This design comes from an exercise in tuning for small area, a short achievable clock period and few clock cycles on the open sky130 flow, not from production work.
In this exercise RTL edits were held to simulation tests only and were not proved equivalent to the original.

### design/flow/design.v
module bitcoin_hash(
  input logic clk, reset_n, start,
  input logic [31:0] message_addr, output_addr,
  output logic done, mem_we,
  output logic [15:0] mem_addr,
  output logic [31:0] mem_write_data,
  input logic [31:0] mem_read_data);
  localparam logic [2:0] S_IDLE = 3'd0, S_W0 = 3'd1, S_B0 = 3'd2, S_FF = 3'd3,
                         S_P = 3'd4, S_INN = 3'd5, S_OUT = 3'd6, S_W1 = 3'd7;
  localparam logic [255:0] IV = {32'h6a09e667, 32'hbb67ae85, 32'h3c6ef372, 32'ha54ff53a,
                                 32'h510e527f, 32'h9b05688c, 32'h1f83d9ab, 32'h5be0cd19};
  function automatic logic [31:0] kc(input logic [5:0] idx);
    case (idx)
      6'd0: kc = 32'hc67178f2;
      6'd1: kc = 32'h428a2f98;
      6'd2: kc = 32'h71374491;
      6'd3: kc = 32'hb5c0fbcf;
      6'd4: kc = 32'he9b5dba5;
      6'd5: kc = 32'h3956c25b;
      6'd6: kc = 32'h59f111f1;
      6'd7: kc = 32'h923f82a4;
      6'd8: kc = 32'hab1c5ed5;
      6'd9: kc = 32'hd807aa98;
      6'd10: kc = 32'h12835b01;
      6'd11: kc = 32'h243185be;
      6'd12: kc = 32'h550c7dc3;
      6'd13: kc = 32'h72be5d74;
      6'd14: kc = 32'h80deb1fe;
      6'd15: kc = 32'h9bdc06a7;
      6'd16: kc = 32'hc19bf174;
      6'd17: kc = 32'he49b69c1;
      6'd18: kc = 32'hefbe4786;
      6'd19: kc = 32'h0fc19dc6;
      6'd20: kc = 32'h240ca1cc;
      6'd21: kc = 32'h2de92c6f;
      6'd22: kc = 32'h4a7484aa;
      6'd23: kc = 32'h5cb0a9dc;
      6'd24: kc = 32'h76f988da;
      6'd25: kc = 32'h983e5152;
      6'd26: kc = 32'ha831c66d;
      6'd27: kc = 32'hb00327c8;
      6'd28: kc = 32'hbf597fc7;
      6'd29: kc = 32'hc6e00bf3;
      6'd30: kc = 32'hd5a79147;
      6'd31: kc = 32'h06ca6351;
      6'd32: kc = 32'h14292967;
      6'd33: kc = 32'h27b70a85;
      6'd34: kc = 32'h2e1b2138;
      6'd35: kc = 32'h4d2c6dfc;
      6'd36: kc = 32'h53380d13;
      6'd37: kc = 32'h650a7354;
      6'd38: kc = 32'h766a0abb;
      6'd39: kc = 32'h81c2c92e;
      6'd40: kc = 32'h92722c85;
      6'd41: kc = 32'ha2bfe8a1;
      6'd42: kc = 32'ha81a664b;
      6'd43: kc = 32'hc24b8b70;
      6'd44: kc = 32'hc76c51a3;
      6'd45: kc = 32'hd192e819;
      6'd46: kc = 32'hd6990624;
      6'd47: kc = 32'hf40e3585;
      6'd48: kc = 32'h106aa070;
      6'd49: kc = 32'h19a4c116;
      6'd50: kc = 32'h1e376c08;
      6'd51: kc = 32'h2748774c;
      6'd52: kc = 32'h34b0bcb5;
      6'd53: kc = 32'h391c0cb3;
      6'd54: kc = 32'h4ed8aa4a;
      6'd55: kc = 32'h5b9cca4f;
      6'd56: kc = 32'h682e6ff3;
      6'd57: kc = 32'h748f82ee;
      6'd58: kc = 32'h78a5636f;
      6'd59: kc = 32'h84c87814;
      6'd60: kc = 32'h8cc70208;
      6'd61: kc = 32'h90befffa;
      6'd62: kc = 32'ha4506ceb;
      6'd63: kc = 32'hbef9a3f7;
      default: kc = 32'h0;
    endcase
  endfunction
  function automatic logic [31:0] ivw(input logic [2:0] idx);
    ivw = IV[255 - 32*idx -: 32];
  endfunction
  function automatic logic [31:0] rotr(input logic [31:0] x, input int k);
    rotr = (x >> k) | (x << (32 - k));
  endfunction
  logic [2:0]  ph;
  logic [6:0]  c;
  logic [3:0]  n;
  logic        wpend;    
  logic [15:0] oaddr;    
  logic [31:0] a1, a2, a3, e, f, g, h, t1;
  logic [31:0] p, r, pk;
  logic [31:0] w [1:15];
  logic        f_iv;     
  assign mem_write_data = w[1];
  logic [31:0] bs1, ch, u1, v1, u2, v2, newT1, newE;
  assign bs1 = rotr(e, 6) ^ rotr(e, 11) ^ rotr(e, 25);
  assign ch  = (e & f) ^ (~e & g);
  assign u1 = p ^ bs1 ^ ch;
  assign v1 = ((p & bs1) | (p & ch) | (bs1 & ch)) << 1;
  assign newT1 = u1 + v1;
  assign u2 = a3 ^ u1 ^ v1;
  assign v2 = ((a3 & u1) | (a3 & v1) | (u1 & v1)) << 1;
  assign newE = u2 + v2;
  logic [31:0] bs0, maj, u3, v3, newA;
  assign bs0 = rotr(a1, 2) ^ rotr(a1, 13) ^ rotr(a1, 22);
  assign maj = (a1 & a2) ^ (a1 & a3) ^ (a2 & a3);
  assign u3 = t1 ^ bs0 ^ maj;
  assign v3 = ((t1 & bs0) | (t1 & maj) | (bs0 & maj)) << 1;
  assign newA = u3 + v3;
  logic [31:0] px, u4, v4;
  assign px = f_iv ? IV[31:0] : g;
  assign pk = kc(c[5:0]);
  assign u4 = px ^ pk ^ w[15];
  assign v4 = ((px & pk) | (px & w[15]) | (pk & w[15])) << 1;
  logic [31:0] ss0, ss1, u6, v6, sched;
  assign ss0 = rotr(w[2], 7) ^ rotr(w[2], 18) ^ (w[2] >> 3);
  assign ss1 = rotr(w[14], 17) ^ rotr(w[14], 19) ^ (w[14] >> 10);
  assign u6 = w[1] ^ w[10] ^ ss0;
  assign v6 = ((w[1] & w[10]) | (w[1] & ss0) | (w[10] & ss0)) << 1;
  assign sched = ss1 + r;
  logic [31:0] ffsum;
  assign ffsum = w[8] + (ff_out ? w[7] : ivw(ff_i));
  logic [31:0] src;
  always_comb begin
    src = ({32{s_mem}} & mem_read_data) | ({32{s_w8}} & w[8]) | ({32{s_ff}} & ffsum)
        | ({32{s_sch}} & sched) | ({32{s_n}} & {28'd0, n})
        | {s_c80, 21'd0, s_640, s_256, s_640, 7'd0};
  end
  logic [2:0] ph_n;
  logic [6:0] c_n;
  always_comb begin
    ph_n = ph;
    c_n = c + 7'd1;
    case (ph)
      S_IDLE: c_n = c;
      S_W0: ph_n = S_W1;
      S_W1: begin
        ph_n = S_B0;
        c_n = 7'd0;
      end
      S_B0: if (c == 7'd66) begin
        ph_n = S_FF;
        c_n = 7'd0;
      end
      S_FF: if (c == 7'd18) begin
        ph_n = S_P;
        c_n = 7'd58;
      end
      S_P: if (c == 7'd65) begin
        if (wpend && n == 4'd15) ph_n = S_IDLE;
        else begin
          ph_n = S_INN;
          c_n = 7'd2;
        end
      end
      S_INN: if (c == 7'd66) begin
        ph_n = S_OUT;
        c_n = 7'd0;
      end
      S_OUT: if (c == 7'd65) begin
        ph_n = S_P;
        c_n = 7'd58;
      end
      default: ;
    endcase
  end
  logic inb_n;
  logic e_en, a_en, a_force, a_mem, chain, s_full, s_w8r, w7_ff, w7_mem;
  logic s_mem, s_w8, s_ff, s_sch, s_n, s_c80, s_640, s_256;
  logic ff_out;
  logic [2:0] ff_i;
  logic a_msg, a_res, a_step;
  logic [4:0] a_d;
  logic we_n;
  assign inb_n = (ph_n == S_B0) || (ph_n == S_INN) || (ph_n == S_OUT);
  always_ff @(posedge clk) begin
    e_en <= inb_n && (c_n >= 7'd2) && (c_n <= 7'd65);
    a_en <= inb_n && (c_n >= 7'd3) && (c_n <= 7'd65);
    a_force <= inb_n && (c_n == 7'd2);
    a_mem <= (ph_n == S_INN);
    chain <= (ph_n == S_P);
    s_full <= ((ph_n == S_B0) || (ph_n == S_INN)) && (c_n == 7'd66);
    s_w8r <= (ph_n == S_P) && (c_n == 7'd58);
    w7_ff <= ((ph_n == S_FF) && (c_n <= 7'd7)) || ((ph_n == S_P) && (c_n == 7'd59));
    w7_mem <= ((ph_n == S_INN) && (c_n == 7'd66)) || ((ph_n == S_OUT) && (c_n <= 7'd6));
    f_iv <= (c_n == 7'd1) && (ph_n == S_B0 || ph_n == S_OUT);
    ff_out <= (ph_n == S_OUT);
    ff_i <= (ph_n == S_FF) ? c_n[2:0] : 3'd0;
    s_mem <= 1'b0; s_w8 <= 1'b0; s_ff <= 1'b0; s_sch <= 1'b0;
    s_n <= 1'b0; s_c80 <= 1'b0; s_640 <= 1'b0; s_256 <= 1'b0;
    case (ph_n)
      S_B0: if (c_n <= 7'd15) s_mem <= 1'b1; else s_sch <= 1'b1;
      S_FF: if (c_n >= 7'd17) s_mem <= 1'b1;
      S_P: begin
        if (c_n == 7'd58) s_mem <= 1'b1;
        else if (c_n >= 7'd64) s_w8 <= 1'b1;
      end
      S_INN: begin
        if (c_n == 7'd2) s_w8 <= 1'b1;
        else if (c_n == 7'd3) s_n <= 1'b1;
        else if (c_n == 7'd4) s_c80 <= 1'b1;
        else if (c_n == 7'd15) s_640 <= 1'b1;
        else if (c_n >= 7'd16) s_sch <= 1'b1;
      end
      S_OUT: begin
        if (c_n <= 7'd7) s_ff <= 1'b1;
        else if (c_n == 7'd8) s_c80 <= 1'b1;
        else if (c_n == 7'd15) s_256 <= 1'b1;
        else if (c_n >= 7'd64) s_mem <= 1'b1;
        else if (c_n >= 7'd16) s_sch <= 1'b1;
      end
      default: ;
    endcase
    a_msg <= 1'b0;
    a_res <= 1'b0;
    a_step <= 1'b0;
    a_d <= 5'd1;
    we_n <= 1'b0;
    case (ph_n)
      S_W1: a_step <= 1'b1;
      S_B0: begin
        a_step <= (c_n <= 7'd13);
        a_msg <= (c_n == 7'd66);
      end
      S_FF: begin
        a_step <= (c_n >= 7'd7) && (c_n != 7'd14);
        a_msg <= (c_n == 7'd6);
        we_n <= (c_n >= 7'd6) && (c_n <= 7'd13);
        if (c_n == 7'd15) a_d <= 5'd9;
        else if (c_n == 7'd18) a_d <= -5'd11;
      end
      S_P: begin
        a_step <= (c_n <= 7'd64);
        a_res <= (c_n == 7'd65);
        a_d <= -5'd1;
      end
      S_INN: begin
        a_msg <= (c_n == 7'd64);
        a_step <= (c_n >= 7'd65);
      end
      S_OUT: begin
        a_step <= (c_n <= 7'd4) || (c_n >= 7'd62);
        if (c_n == 7'd62) a_d <= 5'd9;
        else if (c_n == 7'd65) a_d <= -5'd11;
      end
      default: ;
    endcase
  end
  always_ff @(posedge clk) begin
    t1 <= newT1;
    p <= u4 + v4;
    r <= u6 + v6;
    for (int i = 1; i < 15; i++) w[i] <= w[i+1];
    w[15] <= src;
    if (s_full)
      {w[8], w[9], w[10], w[11], w[12], w[13], w[14], w[15]} <= {newA, a1, a2, a3, e, f, g, h};
    if (s_w8r) w[8] <= newA;
    if (w7_ff) w[7] <= ffsum;
    if (w7_mem) w[7] <= mem_read_data;
    if (a_en) a1 <= newA;
    else if (a_force) a1 <= a_mem ? mem_read_data : IV[255:224];
    else if (chain) a1 <= mem_read_data;
    else a1 <= IV[223:192];
    if (a_en || a_force || chain) begin
      a2 <= a1;
      a3 <= a2;
    end else begin
      a2 <= IV[191:160];
      a3 <= IV[159:128];
    end
    if (e_en) e <= newE;
    else if (chain) e <= a3;
    else e <= IV[127:96];
    if (e_en || chain) begin
      f <= e;
      g <= f;
      h <= g;
    end else begin
      f <= IV[95:64];
      g <= IV[63:32];
      h <= IV[31:0];
    end
    if (a_msg) mem_addr <= message_addr[15:0];
    else if (a_res) mem_addr <= oaddr;
    else if (a_step) mem_addr <= mem_addr + {{11{a_d[4]}}, a_d};
    ph <= ph_n;
    c <= c_n;
    mem_we <= we_n && (ph != S_IDLE);
    case (ph)
      S_W0: begin
        mem_addr <= message_addr[15:0];
        oaddr <= output_addr[15:0];
        n <= 4'd0;
        wpend <= 1'b0;
      end
      S_P: if (c == 7'd65 && wpend) begin
        mem_we <= 1'b1;
        oaddr <= oaddr + 16'd1;
        n <= n + 4'd1;
        wpend <= 1'b0;
        if (n == 4'd15) done <= 1'b1;
      end
      S_OUT: if (c == 7'd65) wpend <= 1'b1;
      default: ;
    endcase
    if (start) begin
      ph <= S_W0;
      done <= 1'b0;
      mem_we <= 1'b0;
    end
    if (!reset_n) begin
      ph <= S_IDLE;
      done <= 1'b0;
      mem_we <= 1'b0;
    end
  end
endmodule
### design/flow/flow/run.sh
#!/bin/bash
# The standard layout (standard.sh: the standard synthesis and ORFS flow
# with config.mk's settings), with only the setup repair's slack margin
# raised to 6.3 ns: repair_timing then works the paths down toward 3.7 ns.
# The clock, the constraints and every other step are the standard ones.
# The whole make output goes to standard_flow.log in the work folder.
set -euo pipefail
cd "$(dirname "$0")/.."
bash standard.sh SETUP_SLACK_6.3=6.3 finish > standard_flow.log 2>&1
### design/flow/standard.sh
#!/bin/bash
# synth_recipe.tcl (not shown) runs the flow's synth.tcl, then flattens the netlist and writes it again
# the make line also repeats each setting of config.mk as NAME=value (left out here)
make -C /OpenROAD-flow-scripts/flow DESIGN_CONFIG=/design/flow/config.mk WORK_HOME=/design/flow/orfs CLKGATE_MAP_FILE= SYNTH_SCRIPT=/design/flow/synth_recipe.tcl "${@:-finish}"
### design/flow/config.mk
export PLATFORM = sky130hd
export DESIGN_NAME = bitcoin_hash
export DESIGN_NICKNAME = bitcoin_hash
export VERILOG_FILES = /design/flow/design.v
export SDC_FILE = /design/flow/constraint.sdc
export NUM_CORES = 4
export LEC_CHECK = 0
export ABC_AREA = 1
export CAP_MARGIN = 20
export CORE_MARGIN = 2
export CORE_UTILIZATION = 65
export CTS_CLUSTER_DIAMETER = 60
export CTS_CLUSTER_SIZE = 30
export PLACE_DENSITY = 0.75
export SLEW_MARGIN = 20
### design/flow/constraint.sdc
create_clock -name core_clock -period 10.0 [get_ports {clk}]
set_input_delay 2.0000 -clock core_clock [delete_from_list [all_inputs] [get_ports {clk}]]
set_output_delay 2.0000 -clock core_clock [all_outputs]
set_load 0.01 [all_outputs]
==> flow_summary.toml, run 1 <==
[status]
outcome = "finished clean"

[yosys]
syn_area_um2 = 49900
synth-seq-cells = 909
synthSimpleGateAreaFrac_pct = 18.6
synthArstFlopShare_pct = 0
synth_adder_area_share_pct = 13.1
yosysMostFrequentCell = "nand2_1"
synth_xor_area_share_pct = 7.14
muxShareOfSynthArea_pct = 0.0200
synth_commonest_cells = "nand2_1, inv_1, dfxtp_1"
ys_types = 57
syn_nets = 7060
synth_top_cell_by_area = "dfxtp_1"
synth-compound-area-share_pct = 14.9
yosys-top-cells-area = "dfxtp_1, nand2_1, inv_1"
syn_inst = 6540
synth_ff_type = "dfxtp_1"
yosys.area.top_type_share_pct = 35.0
yosys_warnings = 2
syn_avg_cell_area_um2 = 7.63
synth_top_family_by_area = "simple AND/OR/NAND/NOR gates"
ys_seq_area_share_pct = 37.2
synth_edf_count = 37

[sta]
period_share_pct = 56.5
finalClockSkew_ps = 67.2
min_period_ps = 5650
rsz0062_at_grt = "no"
max_freq_mhz = 177
setup_viol = 0
fin_setup_tns_ps = 0
hold_viol_final = 0
whs_ps = 314
finalMaxSlewViolations = 0
tightest_slew_ps = 1220
slew_headroom_pct = 18.8

[global_routing]
grt_pass1_vias = 44100
grt_overflow = 0
grt_first_pass_wirelength_um = 275000
grt.total_usage_pct = 47.4
antenna_found_initial = 16
grt_start_max_net_pins = 120

[floorplanning]
rows = 101
start_util_pct = 65.7
die_x_um = 281
die_y_um = 281
fp.coreArea_um2 = 75900
io_pins = 149
dieArea_um2 = 79000

[placed_design]
dp_hpwl_um = 149000
gp_congestion = 1.15
portBuffers = 116
dpl-instance-area_um2 = 51700
dp.cells = 7490

[final_layout]
fin_util_pct = 71.3
fillers = 5862
final_nets = 7041
instances_no_fill = 7606
design_area_um2 = 54100
drive_gt1_share_pct = 3.69
areaGrowthSynthToFinish_pct = 8.41

[cts]
ctsLongestPathBuffers = 3
cts_resized = 0
ctsRootBufferMaster = "clkbuf_16"
cts_sinks = 909
clk_pin_slew_ps = 110
numCtsBuffers = 59
htreeDepth = 2
tritoncts = "done"
holdBufCountCts = 0
postCtsSetupBuffers = 0
clk_latency_ps = 710

[worst_setup_path]
critPathMaxStageDelay_ps = 570
crit_type = "reg -> reg"
arrival_ps = 6230
required_ps = 10580
crit_path_top_delay_cell = "dfxtp_1"
start_kind = "flop"
crit_fanout = 11
endpoint_kind = "flop"
reg2reg_depth = 26

[routing]
num_vias = 47000
ant_nets = 0
drt_iter0_markers = 7240
viasPerCell = 6.18
drc_errors = 0
totalWireLength_um = 192000
wire_per_inst_um = 25.2
dr.pass1.iters = 9

[min_path]
min_path_type = "reg -> reg"
hold_depth = 0

[run]
max_cap_viol_count = 0
==> state kept, by name (all words and copies together), names as in the netlist, 4 cells and up <==
register	flops
pk	32
h	32
a3	32
w	480
e	32
p	32
r	32
n	4
oaddr	16
a2	32
c	7
f	32
g	32
a1	32
t1	32
mem_addr	16
==> through the flow <==
stage	setup slack [ps]
after floorplan	5800
after global placement	4650
after detailed placement	4590
after CTS	4530
after global routing	3960
final	4350
==> layout by cell type (no fill, tap or decap), types with 15 or more instances in the layout <==
| master | netlist | layout |
|---|---|---|
| nor4_1 | 15 | 15 |
| a221oi_1 | 34 | 34 |
| o21bai_1 | 20 | 20 |
| buf_4 | 4 | 24 |
| nand3b_1 | 21 | 21 |
| edfxtp_1 | 37 | 37 |
| o21ai_0 | 658 | 658 |
| a21oi_1 | 418 | 418 |
| o22ai_1 | 30 | 30 |
| xor2_1 | 227 | 227 |
| o211ai_1 | 24 | 24 |
| clkdlybuf4s50_1 | 0 | 116 |
| nand2_1 | 1316 | 1316 |
| nand4_1 | 44 | 44 |
| inv_1 | 944 | 943 |
| a21o_1 | 33 | 33 |
| xnor2_1 | 180 | 180 |
| nand3_1 | 228 | 228 |
| inv_2 | 21 | 20 |
| nor3_1 | 61 | 61 |
| or2_2 | 57 | 57 |
| ha_1 | 259 | 259 |
| a31oi_1 | 43 | 43 |
| nor2_1 | 465 | 462 |
| clkbuf_16 | 0 | 61 |
| dfxtp_1 | 872 | 871 |
| o21ai_1 | 34 | 34 |
| fa_1 | 162 | 162 |
| a21boi_0 | 16 | 16 |
==> final timing paths <==
path / start / endpoint / slack [ps]
worst max-delay path: ff_i[0] / w[15][18] / 4350
worst min-delay path: w[5][3] / w[4][3] / 310
worst max register to register: ff_i[0] / w[15][18] / 4350
worst min register to register: w[5][3] / w[4][3] / 310
==> cells by family (layout without fill, tap and decap cells) <==
| group | after synthesis | after routing |
|---|---|---|
| buf+inv | 1190 | 1217 |
| flops | 909 | 909 |
| xor+xnor | 407 | 407 |
| simple gates | 2243 | 2243 |
| fa+ha+maj | 428 | 428 |
| mux | 1 | 1 |
| other cells | 0 | 9 |
| compound gates | 1362 | 1362 |
==> routing by layer <==
layer	track usage, %	wire length (um)	up-vias
li1	-	-	20900
met1	57.5	68600	21600
met2	70.5	79800	3495
met3	14.5	25200	907
met4	36.4	18200	16
met5	0	142	-
==> critical path: cells and delay by family (launching register included) <==
family	cells	cell delay [ps]
AOI/OAI and AO/OA	4	1030
adders and majority gates	4	1370
buffers and inverters	7	990
DFF	1	570
and+or+nand+nor	11	1580
==> area by class of cell <==
cell class | count | area, um^2 | area share (%)
Antenna cell | 9 | 22.5 | 0.0416
Multi-Input combinational cell | 4441 | 26900 | 49.6
Clock buffer | 62 | 1530 | 2.83
Inverter | 970 | 3650 | 6.75
Timing Repair Buffer | 140 | 1340 | 2.48
Clock inverter | 45 | 872 | 1.61
Tap cell | 1030 | 1290 | 2.38
Sequential cell | 909 | 18600 | 34.3
Testbench counts, summed over its fixed seeds: cycles 83,592.
==> run 2: changes to the inputs <==
--- a/design/flow/flow/run.sh
+++ b/design/flow/flow/run.sh
@@ -6,4 +6,4 @@
 # The whole make output goes to standard_flow.log in the work folder.
 set -euo pipefail
 cd "$(dirname "$0")/.."
-bash standard.sh SETUP_SLACK_6.3=6.3 finish > standard_flow.log 2>&1
+bash standard.sh SETUP_SLACK_MARGIN=6.3 finish > standard_flow.log 2>&1
==> run 2 against run 1 <==
Sequential cell count unchanged. Die area is the same. Register-to-register slack better by 1700 ps. Worst hold slack improved by 7.9 ps. Maximum frequency grew 44%. Synthesized cell count unchanged. Critical path depth down 8. Cell count rose by 0.82%. Highest routed layer unchanged.
==> flow_summary.toml, run 2 <==
[status]
outcome = "finished clean"

[worst_setup_path]
reg2reg_depth = 18
crit_type = "reg -> reg"
crit_fanout = 6
regToRegStartpoint = "e[14]"
endpoint_kind = "flop"
start_kind = "flop"
crit_path_top_delay_cell = "fa_1"
crit_family = "adder cells"
timing.rr.end = "e[26]"
cp_cell_sequence = "xnor2_4, xor2_2, fa_1, inv_2, fa_1, ha_4, a21oi_2, o21ai_2, nor2_2, buf_6, o21bai_4, nand3_2, nand3_2, nand2_1, nand2_2, a21oi_2, o21ai_1, o21ai_2"
required_ps = 10540
critPathMaxStageDelay_ps = 510
arrival_ps = 4470
cp_num_buf_inv = 2
reg2reg_slack_ps = 6070

[sta]
setup_viol = 0
finalClockSkew_ps = 65.4
finalMaxSlewViolations = 0
slew_headroom_pct = 12.7
tightest_slew_ps = 1300
hold_viol_final = 0
rsz0062_at_grt = "yes"
period_share_pct = 39.3
max_freq_mhz = 255
min_period_ps = 3930
fin_setup_tns_ps = 0

[global_routing]
grt.total_usage_pct = 47.3
grt_overflow = 0
grt_start_max_net_pins = 128
grt_pass1_vias = 44300
antenna_found_initial = 17
grt_first_pass_wirelength_um = 275000

[placed_design]
gp_congestion = 1.13
portBuffers = 116
dpl-instance-area_um2 = 51700
dp_hpwl_um = 148000
dp.cells = 7487

[min_path]
holdPathEnd = "w[4][7]"
hold_depth = 0
hp-start = "w[5][7]"
min_path_type = "reg -> reg"

[final_layout]
final_common_cell = "nand2_1"
top_register = "w"
final_nets = 7104
largest_reg_flops = 480
instances_no_fill = 7668
design_area_um2 = 56900
drive_gt1_share_pct = 10.6
layout_common_cells = "nand2_1, inv_1, dfxtp_1, o21ai_0, nor2_1"
areaGrowthSynthToFinish_pct = 14.0

[routing]
drc_errors = 0
wire_per_inst_um = 25.7
dr.pass1.iters = 10
viasPerCell = 6.29
totalWireLength_um = 197000
drt_iter0_markers = 7376
ant_nets = 0
num_vias = 48200

[yosys]
yosys-top-cells-area = "dfxtp_1, nand2_1, inv_1"
ys_seq_area_share_pct = 37.2
muxShareOfSynthArea_pct = 0.0200
synth_edf_count = 37
synth_ff_type = "dfxtp_1"
synth_top_family_by_area = "simple AND/OR/NAND/NOR gates"
ys_types = 57
syn_area_um2 = 49900
synth_xor_area_share_pct = 7.14
yosys_warnings = 2
synthSimpleGateAreaFrac_pct = 18.6
synth-seq-cells = 909
syn_inst = 6540
synth-compound-area-share_pct = 14.9
synth_top_cell_by_area = "dfxtp_1"
synth_commonest_cells = "nand2_1, inv_1, dfxtp_1"
syn_avg_cell_area_um2 = 7.63
yosysMostFrequentCell = "nand2_1"
yosys.area.top_type_share_pct = 35.0
synth_adder_area_share_pct = 13.1
syn_nets = 7060
synthArstFlopShare_pct = 0

[floorplanning]
rows = 101
io_pins = 149
die_x_um = 281
dieArea_um2 = 79000
start_util_pct = 65.7
die_y_um = 281
fp.coreArea_um2 = 75900

[cts]
ctsRootBufferMaster = "clkbuf_16"
numCtsBuffers = 60
ctsLongestPathBuffers = 3
cts_sinks = 909
clk_pin_slew_ps = 100
tritoncts = "done"
htreeDepth = 2
holdBufCountCts = 0
clk_latency_ps = 730

[run]
max_cap_viol_count = 0
## run 2: cell counts after synthesis
Identical to the previous run, type by type.
## run 2: cell families after synthesis
family	after synthesis
AO/OA/AOI/OAI	1362
XOR/XNOR	407
flip-flops	909
adder cells (fa/ha/maj)	428
AND/OR/NAND/NOR	2243
buffers and inverters	1190
multiplexers	1
## run 2: worst reg2reg max path, stage by stage (launching register included)
cell	delay, ps
dfxtp_4	400
xnor2_4	200
xor2_2	330
fa_1	510
inv_2	110
fa_1	460
ha_4	330
a21oi_2	70
o21ai_2	180
nor2_2	60
buf_6	140
o21bai_4	210
nand3_2	100
nand3_2	110
nand2_1	60
nand2_2	70
a21oi_2	60
o21ai_1	200
o21ai_2	160
## run 2: metrics by stage
step / worst slack, ps / hold slack, ps / utilization (%)
2_1_floorplan: 6320 / 310 / -
3_3_place_gp: 5310 / 310 / 68.1
3_5_place_dp: 5280 / 312 / 68.1
4_1_cts: 6290 / 319 / 72.9
5_1_grt: 6020 / 330 / 74.9
6_report: 6070 / 322 / 74.9
## run 2: final cells by class
cell class	count	area (um^2)
diodes	6	15.0
clock buffers	62	1520
clock inverters	48	997
fillers	5528	19000
inverters	970	3690
multi-input cells	4442	28800
flip-flops and latches	909	18800
well taps	1030	1290
repair buffers	201	1840
## run 2: worst max-delay path by stage
stage | depth (start not counted) | from | to
after detailed placement | 26 | ff_i[0] | w[15][18]
after global placement | 17 | ph[2] | pk[2]
after global routing | 17 | e[5] | e[30]
final | 18 | e[14] | e[26]
after CTS | 15 | e[28] | e[30]
after floorplan | 28 | ff_i[0] | w[15][30]
## run 2: metal layers
| metal | part of all wire, % | track usage (%) | up-vias |
|---|---|---|---|
| met5 | 0.095 | 0 | - |
| met4 | 9.6 | 34.9 | 22 |
| met3 | 14 | 12.7 | 1050 |
| met2 | 42 | 70.9 | 3842 |
| met1 | 35 | 58.5 | 22200 |
| li1 | - | - | 21000 |
## run 2: repair_timing
item,CTS,global route
buffers inserted,27,37
pin swaps,36,70
gates resized for setup,270,338
endpoints found under the setup margin,183,143
gates cloned,0,1
==> run 3: changes to the inputs <==
--- a/design/flow/design.v
+++ b/design/flow/design.v
@@ -79,7 +79,16 @@
     endcase
   endfunction
   function automatic logic [31:0] ivw(input logic [2:0] idx);
-    ivw = IV[255 - 32*idx -: 32];
+    case (idx)
+      3'd0: ivw = 32'h6a09e667;
+      3'd1: ivw = 32'hbb67ae85;
+      3'd2: ivw = 32'h3c6ef372;
+      3'd3: ivw = 32'ha54ff53a;
+      3'd4: ivw = 32'h510e527f;
+      3'd5: ivw = 32'h9b05688c;
+      3'd6: ivw = 32'h1f83d9ab;
+      default: ivw = 32'h5be0cd19;
+    endcase
   endfunction
   function automatic logic [31:0] rotr(input logic [31:0] x, input int k);
     rotr = (x >> k) | (x << (32 - k));
==> run 3 against run 2 <==
Still clean. Count of clock-buffer cells in the layout is the same. First-iteration DRC count shrank 3.9%. Maximum frequency shrank 1.6%. Via count shrank 0.63%.
==> flow_summary.toml, run 3 <==
[cts]
htreeDepth = 2
clk_pin_slew_ps = 110
tritoncts = "done"
numCtsBuffers = 58
holdBufCountCts = 0
cts_sinks = 909
ctsRootBufferMaster = "clkbuf_16"
ctsLongestPathBuffers = 3
clk_latency_ps = 730

[worst_setup_path]
cp_cell_sequence = "xnor2_4, xor2_4, fa_1, inv_2, fa_1, ha_4, fa_2, nand3_2, nand2_2, a21oi_4, o21ai_2, buf_6, a21o_1, nand2_1, nand2_2, nand2_2, nand2_1, nand2_1, nand3_2, nand2_4"
arrival_ps = 4650
crit_type = "reg -> reg"
crit_fanout = 3
start_kind = "flop"
required_ps = 10670
crit_path_top_delay_cell = "fa_1"
endpoint_kind = "flop"
critPathMaxStageDelay_ps = 480

[final_layout]
register_area_um2 = 18700
largest_reg_flops = 480
final_nets = 7059
areaGrowthSynthToFinish_pct = 11.6
multiInputGateArea_um2 = 27900
fin_util_pct = 73.2
drive_gt1_share_pct = 8.72
design_area_um2 = 55600
final_common_cell = "nand2_1"
layout_common_cells = "nand2_1, inv_1, dfxtp_1, o21ai_0, nor2_1"
fillers = 5576
top_register = "w"

[global_routing]
grt.total_usage_pct = 48.9
grt_first_pass_wirelength_um = 284000
antenna_found_initial = 25
grt_overflow = 0
grt_start_max_net_pins = 123
grt_pass1_vias = 45900

[yosys]
syn_area_um2 = 49800
synth_top_cell_by_area = "dfxtp_1"
synthArstFlopShare_pct = 0
syn_nets = 7016
yosys.area.top_type_share_pct = 35.0
syn_inst = 6504
synth-seq-cells = 909
synth_edf_count = 37
synth_commonest_cells = "nand2_1, inv_1, dfxtp_1"
ys_seq_area_share_pct = 37.3
yosys_warnings = 2
ys_types = 63
synth_ff_type = "dfxtp_1"
yosys-top-cells-area = "dfxtp_1, nand2_1, inv_1"
yosysMostFrequentCell = "nand2_1"
syn_avg_cell_area_um2 = 7.66

[placed_design]
dpl-instance-area_um2 = 51600
gp_congestion = 1.13
portBuffers = 116
dp_hpwl_um = 149000

[sta]
finalMaxSlewViolations = 0
finalClockSkew_ps = 64.8
slew_headroom_pct = 26.3
fin_setup_tns_ps = 0
tightest_slew_ps = 1100
rsz0062_at_grt = "yes"
period_share_pct = 39.9
max_freq_mhz = 251
min_period_ps = 3990
hold_viol_final = 0
setup_viol = 0

[floorplanning]
die_y_um = 281
start_util_pct = 65.6
rows = 101
dieArea_um2 = 78900
fp.coreArea_um2 = 75900
io_pins = 149
die_x_um = 281

[routing]
drc_errors = 0
num_vias = 47900
drt_iter0_markers = 7088
totalWireLength_um = 199000
ant_nets = 0
wire_per_inst_um = 26.0
viasPerCell = 6.27
dr.pass1.iters = 12

[run]
max_cap_viol_count = 0

[status]
outcome = "finished clean"

[min_path]
min_path_type = "reg -> reg"
run 3: cell count changes in the layout (fill, tap and decap cells not counted), sizes merged, moves of 9 or more:
| cell | change |
|---|---|
| o21ai | -62 |
| a31oi | -12 |
| nor2 | +9 |
| nand2 | +61 |
| inv | -34 |
| nand3 | +34 |
| o21bai | +10 |
run 3: kinds of logic after synthesis:
| logic type | share of synthesized area [%] |
|---|---|
| simple gates | 19.6 |
| compound gates | 14.2 |
| buf+inv | 8.83 |
| flops | 37.3 |
| fa+ha+maj | 13.0 |
| xor+xnor | 7.01 |
| mux | 0.0201 |
run 3: path summary, 6_finish.rpt:
check / from / to / slack (ps) / cells past startpoint
setup / recovery: e[26] / e[27] / 6010 / 20
hold / removal: w[5][29] / w[4][29] / 320 / 0
setup reg to reg: e[26] / e[27] / 6010 / 20
hold reg to reg: w[5][29] / w[4][29] / 320 / 0
run 3: area by class of cell:
type	count	share of cell area [%]
inverters	933	6.35
clock buffers	62	2.69
multi-input cells	4444	50.2
repair buffers	200	3.34
repair inverters	1	0.00900
clock inverters	44	1.34
flip-flops and latches	909	33.7
diodes	12	0.0540
well taps	1030	2.32
run 3: critical path: cells and delay by family (launching register included):
family | cells | cell delay (ps)
adder cells (fa/ha/maj) | 4 | 1530
buffers and inverters | 2 | 230
AND/OR/NAND/NOR | 9 | 750
flip-flops | 1 | 380
AO/OA/AOI/OAI | 3 | 560
XOR/XNOR | 2 | 460
run 3: metrics by stage:
step                      hold slack (ps)  std cells  setup slack [ps]
after global placement                310       7457              5220
after detailed placement              312       7458              5070
final                                 323       7635              6010
after floorplan                       310       6504              6330
after global routing                  332       7626              5990
after CTS                             327       7593              6100
run 3: repair_timing:
item / 4_1_cts / 5_1_grt
pin swaps: 33 / 52
gates cloned: 0 / 2
gates resized for setup: 168 / 200
setup endpoints to repair: 135 / 139
buffers inserted: 29 / 28
run 3: routing by layer:
layer | global-route usage [%] | part of all wire, % | up-vias
li1 | - | - | 20900
met1 | 56.3 | 34 | 22100
met2 | 73.5 | 42 | 3667
met3 | 17.7 | 14 | 1214
met4 | 38.9 | 10 | 22
met5 | 0 | 0.069 | -
Testbench counts of run 3, summed over its fixed seeds: cycles 83,592.
==> run 4: changes to the inputs <==
--- a/design/flow/design.v
+++ b/design/flow/design.v
@@ -109,8 +109,11 @@
   assign u1 = p ^ bs1 ^ ch;
   assign v1 = ((p & bs1) | (p & ch) | (bs1 & ch)) << 1;
   assign newT1 = u1 + v1;
-  assign u2 = a3 ^ u1 ^ v1;
-  assign v2 = ((a3 & u1) | (a3 & v1) | (u1 & v1)) << 1;
+  logic [31:0] u8, v8;
+  assign u8 = p ^ a3 ^ ch;
+  assign v8 = ((p & a3) | (p & ch) | (a3 & ch)) << 1;
+  assign u2 = u8 ^ v8 ^ bs1;
+  assign v2 = ((u8 & v8) | (u8 & bs1) | (v8 & bs1)) << 1;
   assign newE = u2 + v2;
   logic [31:0] bs0, maj, u3, v3, newA;
   assign bs0 = rotr(a1, 2) ^ rotr(a1, 13) ^ rotr(a1, 22);
==> run 4 against run 3 <==
Register-to-register slack got worse by 60 ps. Die area rose by 2.3%. Count of clock-buffer cells in the layout rose by 3. Global-route usage rose by 0.59 points. First-iteration DRC count rose by 10%. Cell count rose by 2.7%. Largest cell class unchanged. Worst hold slack got worse by 4.8 ps. Still clean.
==> flow_summary.toml, run 4 <==
[worst_setup_path]
reg2reg_slack_ps = 5950
arrival_ps = 4620
cp_num_buf_inv = 1
required_ps = 10580
start_kind = "flop"
crit_start = "a3[6]"
worstSetupEndpoint = "w[8][24]"
critPathMaxStageDelay_ps = 640
crit_fanout = 5
path_depth = 13
reg2reg_depth = 13
crit_family = "compound AO/OA/AOI/OAI gates"
regToRegStartpoint = "a3[6]"
timing.rr.end = "w[8][24]"
cp_cell_sequence = "inv_1, a21oi_1, fa_1, ha_1, nand2_1, o21ai_1, nand2_1, nand2_1, nand2_1, nand3_1, a21oi_2, xor2_1, o21ai_0"
crit_path_top_delay_cell = "a21oi_1"
crit_type = "reg -> reg"
endpoint_kind = "flop"
crit_path_frequent_cell = "nand2_1"

[global_routing]
grt.total_usage_pct = 49.5
grt_first_pass_wirelength_um = 297000
antenna_found_initial = 23
grt_start_max_net_pins = 136
grt_pass1_vias = 46700
grt_overflow = 0

[yosys]
synth_top_cell_by_area = "dfxtp_1"
synth_edf_count = 37
yosys.area.top_type_share_pct = 34.3
syn_area_um2 = 51000
yosys_warnings = 2
syn_nets = 7249
ys_seq_area_share_pct = 36.4
yosysMostFrequentCell = "nand2_1"
ys_types = 59
syn_avg_cell_area_um2 = 7.61
synth-seq-cells = 910
synthArstFlopShare_pct = 0
syn_inst = 6705
yosys-top-cells-area = "dfxtp_1, nand2_1, inv_1"
synth_ff_type = "dfxtp_1"
synth_commonest_cells = "nand2_1, inv_1, dfxtp_1"

[floorplanning]
die_x_um = 284
rows = 102
dieArea_um2 = 80700
io_pins = 149
start_util_pct = 65.7
fp.coreArea_um2 = 77600
die_y_um = 284

[sta]
min_period_ps = 4050
setup_viol = 0
hold_viol_final = 0
rsz0062_at_grt = "yes"
tightest_slew_ps = 1440
finalClockSkew_ps = 71.7
max_freq_mhz = 247
fin_setup_tns_ps = 0
fin_ws_ps = 5950
slew_headroom_pct = 3.90
whs_ps = 318
finalMaxSlewViolations = 0
period_share_pct = 40.5

[cts]
ctsLongestPathBuffers = 3
clk_pin_slew_ps = 100
holdBufCountCts = 0
clk_latency_ps = 730
cts_sinks = 910
tritoncts = "done"
numCtsBuffers = 61
htreeDepth = 2
ctsRootBufferMaster = "clkbuf_16"

[final_layout]
top_register = "w"
final_nets = 7286
register_area_um2 = 18800
layout_common_cells = "nand2_1, inv_1, dfxtp_1, o21ai_0, nor2_1"
fillers = 5716
final_common_cell = "nand2_1"
areaGrowthSynthToFinish_pct = 11.4
largest_reg_flops = 480
fin_util_pct = 73.2
instances_no_fill = 7842
multiInputGateArea_um2 = 28400
drive_gt1_share_pct = 8.42

[routing]
num_vias = 49700
drt_iter0_markers = 7802
wire_per_inst_um = 27.0
viasPerCell = 6.34
drc_errors = 0
ant_nets = 0
dr.pass1.iters = 13
totalWireLength_um = 212000

[placed_design]
place_ws_ps = 5390
portBuffers = 116
dp_hpwl_um = 157000
dp.cells = 7673
gp_congestion = 1.12

[run]
max_cap_viol_count = 0

[status]
outcome = "finished clean"

[min_path]
min_path_type = "reg -> reg"
hp-start = "w[6][0]"
-- run 4: through the flow --
stage               area (um^2)
detailed placement        52900
global placement          52900
CTS                       55800
floorplan                 51000
global route              56800
finish                    56800
-- run 4: kinds of logic after synthesis --
group / share of synthesized area [%]
AO/OA/AOI/OAI: 14.3
XOR/XNOR: 6.94
adder cells (fa/ha/maj): 14.0
buffers and inverters: 9.74
flip-flops: 36.4
multiplexers: 0.0196
AND/OR/NAND/NOR: 18.6
-- run 4: layer usage --
| layer | global-route usage [%] | vias to the layer above | part of all wire (%) |
|---|---|---|---|
| met4 | 38.9 | 22 | 11 |
| li1 | - | 21400 | - |
| met5 | 0 | - | 0.14 |
| met1 | 60.5 | 22800 | 34 |
| met2 | 71.6 | 4272 | 40 |
| met3 | 16.5 | 1320 | 15 |
-- run 4: worst min-delay path by stage --
stage               endpoint  slack, ps  cells past startpoint
finish               w[5][0]        320                      0
global route         w[5][0]        310                      0
CTS                  w[5][0]        320                      0
detailed placement  w[2][27]        310                      0
global placement    w[4][14]        310                      0
floorplan            w[2][0]        310                      0
-- run 4: layout make-up --
class                   count  share of cell area (%)
diodes                     10                  0.0440
clock buffers              65                    2.77
clock inverters            48                    1.52
inverters                1091                    7.25
multi-input cells        4485                    50.0
flip-flops and latches    910                    33.0
well taps                1040                    2.29
repair buffers            193                    3.13
-- run 4: repair_timing --
| action | 4_1_cts | 5_1_grt |
|---|---|---|
| pin swaps | 10 | 31 |
| gates resized for setup | 165 | 271 |
| buffers inserted | 19 | 27 |
| endpoints found under the setup margin | 166 | 148 |
Testbench counts of run 4, summed over its fixed seeds: cycles 83,592.
==> run 5: changes to the inputs <==
==> design/flow/flow/run.sh (replaced) <==
#!/bin/bash
# The standard layout (standard.sh: the standard synthesis and ORFS flow
# with config.mk's settings), with only the setup repair's slack margin
# raised to 6.5 ns: repair_timing then works the paths down toward 3.5 ns.
# The clock, the constraints and every other step are the standard ones.
# The whole make output goes to standard_flow.log in the work folder.
set -euo pipefail
cd "$(dirname "$0")/.."
bash standard.sh SETUP_SLACK_MARGIN=6.5 finish > standard_flow.log 2>&1
==> run 5 against run 4 <==
Cell count rose by 0.99%. Highest routed layer unchanged. Cell area rose by 3.6%. Critical path depth fell by 1. Maximum frequency decreased by 5.4%. Clock skew down 19 ps. First-iteration DRC count increased by 18%. Sequential cell count stayed put. Still clean on timing, DRC and antenna.
==> flow_summary.toml, run 5 <==
[placed_design]
place_ws_ps = 5200
dp_hpwl_um = 157000
dp.cells = 7669
gp_congestion = 1.09
portBuffers = 116
dpl-instance-area_um2 = 52800

[worst_setup_path]
crit_type = "reg -> reg"
required_ps = 10590
start_kind = "flop"
crit_fanout = 6
arrival_ps = 4870
endpoint_kind = "flop"

[final_layout]
fillers = 5257
largest_reg_flops = 480
drive_gt1_share_pct = 12.7
final_nets = 7360
layout_common_cells = "nand2_1, inv_1, dfxtp_1, o21ai_0, nor2_1"
instances_no_fill = 7920
final_common_cell = "nand2_1"
top_register = "w"
areaGrowthSynthToFinish_pct = 15.5
multiInputGateArea_um2 = 29600
design_area_um2 = 58900
register_area_um2 = 18900

[yosys]
syn_area_um2 = 51000
synth_top_cell_by_area = "dfxtp_1"
synth_edf_count = 37
syn_avg_cell_area_um2 = 7.61
synth_commonest_cells = "nand2_1, inv_1, dfxtp_1"
syn_nets = 7249
synth_ff_type = "dfxtp_1"
yosys-top-cells-area = "dfxtp_1, nand2_1, inv_1"
syn_inst = 6705
synth-seq-cells = 910
ys_seq_area_share_pct = 36.4
yosys.area.top_type_share_pct = 34.3
yosysMostFrequentCell = "nand2_1"
yosys_warnings = 2
synthArstFlopShare_pct = 0
ys_types = 59

[global_routing]
grt_start_max_net_pins = 139
grt.busiest_layer = "met2"
met1_usage_pct = 61.0
grt_first_pass_wirelength_um = 304000
met2_usage_pct = 73.0
grtUsageMet3_pct = 18.9
grt_overflow = 0
grt_pass1_vias = 47900
grt.total_usage_pct = 50.7
antenna_found_initial = 23

[sta]
period_share_pct = 42.8
whs_ps = 322
slew_headroom_pct = 16.4
max_freq_mhz = 234
fin_setup_tns_ps = 0
finalMaxSlewViolations = 0
rsz0062_at_grt = "yes"
finalClockSkew_ps = 53.1
tightest_slew_ps = 1250
fin_ws_ps = 5720
hold_viol_final = 0
min_period_ps = 4280
setup_viol = 0

[floorplanning]
dieArea_um2 = 80700
die_x_um = 284
fp.coreArea_um2 = 77600
die_y_um = 284
rows = 102
io_pins = 149
start_util_pct = 65.7

[cts]
clk_pin_slew_ps = 100
clk_latency_ps = 740
cts_sinks = 910
tritoncts = "done"
ctsRootBufferMaster = "clkbuf_16"
htreeDepth = 2
numCtsBuffers = 61
ctsLongestPathBuffers = 3

[routing]
num_vias = 52200
viasPerCell = 6.59
drt_iter0_markers = 9189
totalWireLength_um = 225000
ant_nets = 0
wire_per_inst_um = 28.4
dr.pass1.iters = 22
drc_errors = 0

[min_path]
min_path_type = "reg -> reg"

[status]
outcome = "finished clean"

[run]
max_cap_viol_count = 0
-- run 5: cell counts after synthesis --
No cell type changed its count.
-- run 5: worst max-delay path: stages (launching register included) --
cell and delay, ps:
dfxtp_2 400, xnor2_1 740, xor2_1 550, inv_1 130, fa_1 500, ha_1 400
a21oi_1 230, o21ai_0 180, a21oi_2 320, nand3_4 160, a21oi_4 200, xor2_2 210
o21ai_0 120
-- run 5: final cells by class --
cell class	instances	area share [%]
Antenna cell	13	0.0552
Clock buffer	65	2.69
Clock inverter	49	1.68
Inverter	1091	7.02
Multi-Input combinational cell	4485	50.3
Sequential cell	910	32.1
Tap cell	1040	2.21
Timing Repair Buffer	265	3.95
Timing Repair inverter	2	0.0255
-- run 5: logic make-up (layout without fill, tap and decap cells) --
logic type	after synthesis	count (layout)	share of synthesized area [%]
flip-flops	910	910	36.4
other	0	13	0
multiplexers	1	1	0.0196
AO/OA/AOI/OAI	1321	1321	14.3
adder cells (fa/ha/maj)	456	456	14.0
XOR/XNOR	404	404	6.94
AND/OR/NAND/NOR	2303	2303	18.6
buffers and inverters	1310	1472	9.74
-- run 5: worst paths after layout --
kind	slack [ps]	startpoint	depth (start not counted)	endpoint
setup reg to reg	5720	a1[17]	12	w[8][24]
hold / removal	320	w[5][15]	0	w[4][15]
hold reg to reg	320	w[5][15]	0	w[4][15]
setup / recovery	5720	a1[17]	12	w[8][24]
-- run 5: metal layers --
layer	vias up	routed length (um)
met5	-	313
met3	1777	36900
met4	29	25800
met2	5111	88400
li1	21500	-
met1	23700	73600
-- run 5: stage by stage --
stage / util [%]
2_1_floorplan: -
3_3_place_gp: 68.1
3_5_place_dp: 68.1
4_1_cts: 73.0
5_1_grt: 75.9
6_report: 75.9
-- run 5: repair_timing --
action / in CTS / in global routing
endpoints found under the setup margin: 264 / 174
hold buffers: 0 / 0
pin swaps: 32 / 88
gates cloned: 1 / 2
gates resized for setup: 414 / 413
buffers inserted: 49 / 71
==> run 6: changes to the inputs <==
--- a/design/flow/design.v
+++ b/design/flow/design.v
@@ -109,11 +109,8 @@
   assign u1 = p ^ bs1 ^ ch;
   assign v1 = ((p & bs1) | (p & ch) | (bs1 & ch)) << 1;
   assign newT1 = u1 + v1;
-  logic [31:0] u8, v8;
-  assign u8 = p ^ a3 ^ ch;
-  assign v8 = ((p & a3) | (p & ch) | (a3 & ch)) << 1;
-  assign u2 = u8 ^ v8 ^ bs1;
-  assign v2 = ((u8 & v8) | (u8 & bs1) | (v8 & bs1)) << 1;
+  assign u2 = a3 ^ u1 ^ v1;
+  assign v2 = ((a3 & u1) | (a3 & v1) | (u1 & v1)) << 1;
   assign newE = u2 + v2;
   logic [31:0] bs0, maj, u3, v3, newA;
   assign bs0 = rotr(a1, 2) ^ rotr(a1, 13) ^ rotr(a1, 22);
==> run 6 against run 5 <==
Synthesized cell count is 3.0% lower. Count of clock-buffer cells in the layout down 4. First-iteration DRC count down 4.7%. Maximum frequency fell by 1.2%. Via count down 4.9%. Non-clock buffer count shrank 20. Largest cell class unchanged. Sequential share of layout area rose by 0.78 points.
==> flow_summary.toml, run 6 <==
[yosys]
synth_commonest_cells = "nand2_1, inv_1, dfxtp_1"
yosys_warnings = 2
yosys-top-cells-area = "dfxtp_1, nand2_1, inv_1"
synth_ff_type = "dfxtp_1"
ys_types = 63
synth_edf_count = 37
syn_area_um2 = 49800
yosysMostFrequentCell = "nand2_1"
yosys.area.top_type_share_pct = 35.0
syn_inst = 6504
syn_avg_cell_area_um2 = 7.66
synth-seq-cells = 909
synth_top_cell_by_area = "dfxtp_1"
synthArstFlopShare_pct = 0
ys_seq_area_share_pct = 37.3
syn_nets = 7016

[cts]
clk_pin_slew_ps = 100
holdBufCountCts = 0
ctsLongestPathBuffers = 3
clk_latency_ps = 760
tritoncts = "done"
cts_sinks = 909
htreeDepth = 2
numCtsBuffers = 59
ctsRootBufferMaster = "clkbuf_16"

[min_path]
min_path_type = "reg -> reg"

[floorplanning]
fp.coreArea_um2 = 75900
rows = 101
die_x_um = 281
start_util_pct = 65.6
die_y_um = 281
dieArea_um2 = 78900
io_pins = 149

[worst_setup_path]
endpoint_kind = "flop"
start_kind = "flop"
required_ps = 10650
crit_fanout = 6
crit_type = "reg -> reg"
arrival_ps = 4980

[sta]
whs_ps = 294
setup_viol = 0
period_share_pct = 43.3
hold_viol_final = 0
rsz0062_at_grt = "yes"
fin_setup_tns_ps = 0
finalMaxSlewViolations = 0
slew_headroom_pct = 13.0
fin_ws_ps = 5670
finalClockSkew_ps = 90.8
min_period_ps = 4330
tightest_slew_ps = 1290
max_freq_mhz = 231

[routing]
viasPerCell = 6.46
wire_per_inst_um = 27.1
dr.pass1.iters = 33
drc_errors = 0
drt_iter0_markers = 8753
highest_layer = "met5"
ant_nets = 0
wl_met3_um = 30200
num_vias = 49600
wl_met1_um = 68700
dr_wl_met2_um = 84500
totalWireLength_um = 208000

[final_layout]
layout_common_cells = "nand2_1, inv_1, dfxtp_1, o21ai_0, nor2_1"
design_area_um2 = 57300
top_register = "w"
final_common_cell = "nand2_1"
areaGrowthSynthToFinish_pct = 14.9
drive_gt1_share_pct = 12.6
fillers = 5209
multiInputGateArea_um2 = 29000
final_nets = 7104
largest_reg_flops = 480
register_area_um2 = 18800

[global_routing]
grt_overflow = 0
grt_start_max_net_pins = 120
antenna_found_initial = 18
grt_first_pass_wirelength_um = 286000
grt.total_usage_pct = 49.2
grt_pass1_vias = 45700

[placed_design]
place_ws_ps = 5580
portBuffers = 116
gp_congestion = 1.12
dp_hpwl_um = 147000
dpl-instance-area_um2 = 51600

[status]
outcome = "finished clean"

[run]
max_cap_viol_count = 0
run 6: final cells by class:
| cell class | instances | area share (%) |
|---|---|---|
| flip-flops and latches | 909 | 32.9 |
| multi-input cells | 4444 | 50.7 |
| well taps | 1030 | 2.25 |
| diodes | 11 | 0.0481 |
| inverters | 933 | 6.20 |
| clock inverters | 47 | 1.56 |
| repair buffers | 245 | 3.78 |
| clock buffers | 61 | 2.61 |
run 6: final timing paths:
check / from / depth (start not counted) / end / slack (ps)
setup / recovery: e[25] / 16 / e[17] / 5670
hold / removal: w[7][18] / 0 / w[6][18] / 290
setup reg to reg: e[25] / 16 / e[17] / 5670
hold reg to reg: w[7][18] / 0 / w[6][18] / 290
run 6: logic make-up after synthesis:
| logic type | after synthesis | share of synthesized area [%] |
|---|---|---|
| and+or+nand+nor | 2332 | 19.6 |
| buffers and inverters | 1152 | 8.83 |
| adders and majority gates | 424 | 13.0 |
| xor gates and xnor gates | 399 | 7.01 |
| muxes | 1 | 0.0201 |
| DFF | 909 | 37.3 |
| AOI/OAI and AO/OA | 1287 | 14.2 |
run 6: critical path, stage by stage, from the launching register on:
cell      delay, ps
dfxtp_4         410
xnor2_1         300
xor2_1          590
fa_1            290
inv_1            80
fa_1            510
ha_4            200
fa_2            380
nand3_2         130
nand2_4          70
a21oi_4         380
o21ai_4         120
nand3b_1        140
nand2_2          90
a21oi_1         270
o21ai_2         150
nand2_2         130
run 6: metrics by stage:
| stage | utilization (%) | cells |
|---|---|---|
| 2_1_floorplan | - | 6504 |
| 3_3_place_gp | 67.9 | 7455 |
| 3_5_place_dp | 67.9 | 7455 |
| 4_1_cts | 72.9 | 7608 |
| 5_1_grt | 75.4 | 7671 |
| 6_report | 75.4 | 7680 |
run 6: repair_timing:
| item | 4_1_cts | 5_1_grt |
|---|---|---|
| resized for setup | 388 | 332 |
| setup buffers | 45 | 58 |
| pin swaps | 60 | 114 |
| setup endpoints to repair | 242 | 164 |
| gates cloned | 0 | 1 |
run 6: layer usage:
layer  global-route usage (%)  vias up
li1                         -    21000
met1                     57.4    22700
met2                     72.7     4364
met3                     17.0     1520
met4                     41.1       26
met5                        0        -
Testbench counts of run 6, summed over its fixed seeds: cycles 83,592.

port drivers added, routing unchanged:
No port has a modelled driver above. Below, the same layouts with a new extraction and two added sets of constraints. Step 1: set_driving_cell puts a clkbuf_16 on clk and a buf_2 on each other input, an assumption about the parent block. Step 2 adds t to the input delays and takes it off the output delays; t is the mean of the earliest and latest rising clock arrival at the registers after step 1. Input paths then give back, and output paths get back, about the clock's delay inside the block. Three values: ideal, step 1, step 2; two values: the first two.
run	t, ns	slack for setup (ns)	clock arrival spread, ns	worst slew at a driven data input, ns
run 1	0.745	4.353 / 4.353 / 4.353	0.068 / 0.068	0.11
run 2	0.767	6.075 / 6.075 / 6.075	0.072 / 0.072	0.06
run 3	0.774	6.013 / 6.013 / 6.013	0.072 / 0.071	0.08
run 4	0.770	5.952 / 5.952 / 5.725	0.073 / 0.072	0.10
run 5	0.791	5.720 / 5.720 / 5.719	0.059 / 0.058	0.08
run 6	0.785	5.669 / 5.669 / 5.669	0.096 / 0.096	0.08
After both steps every run listed still meets setup and hold. For run 4, which loses most, drivers alone change the setup slack by 0.000 ns; drivers and shift together by -0.227 ns.
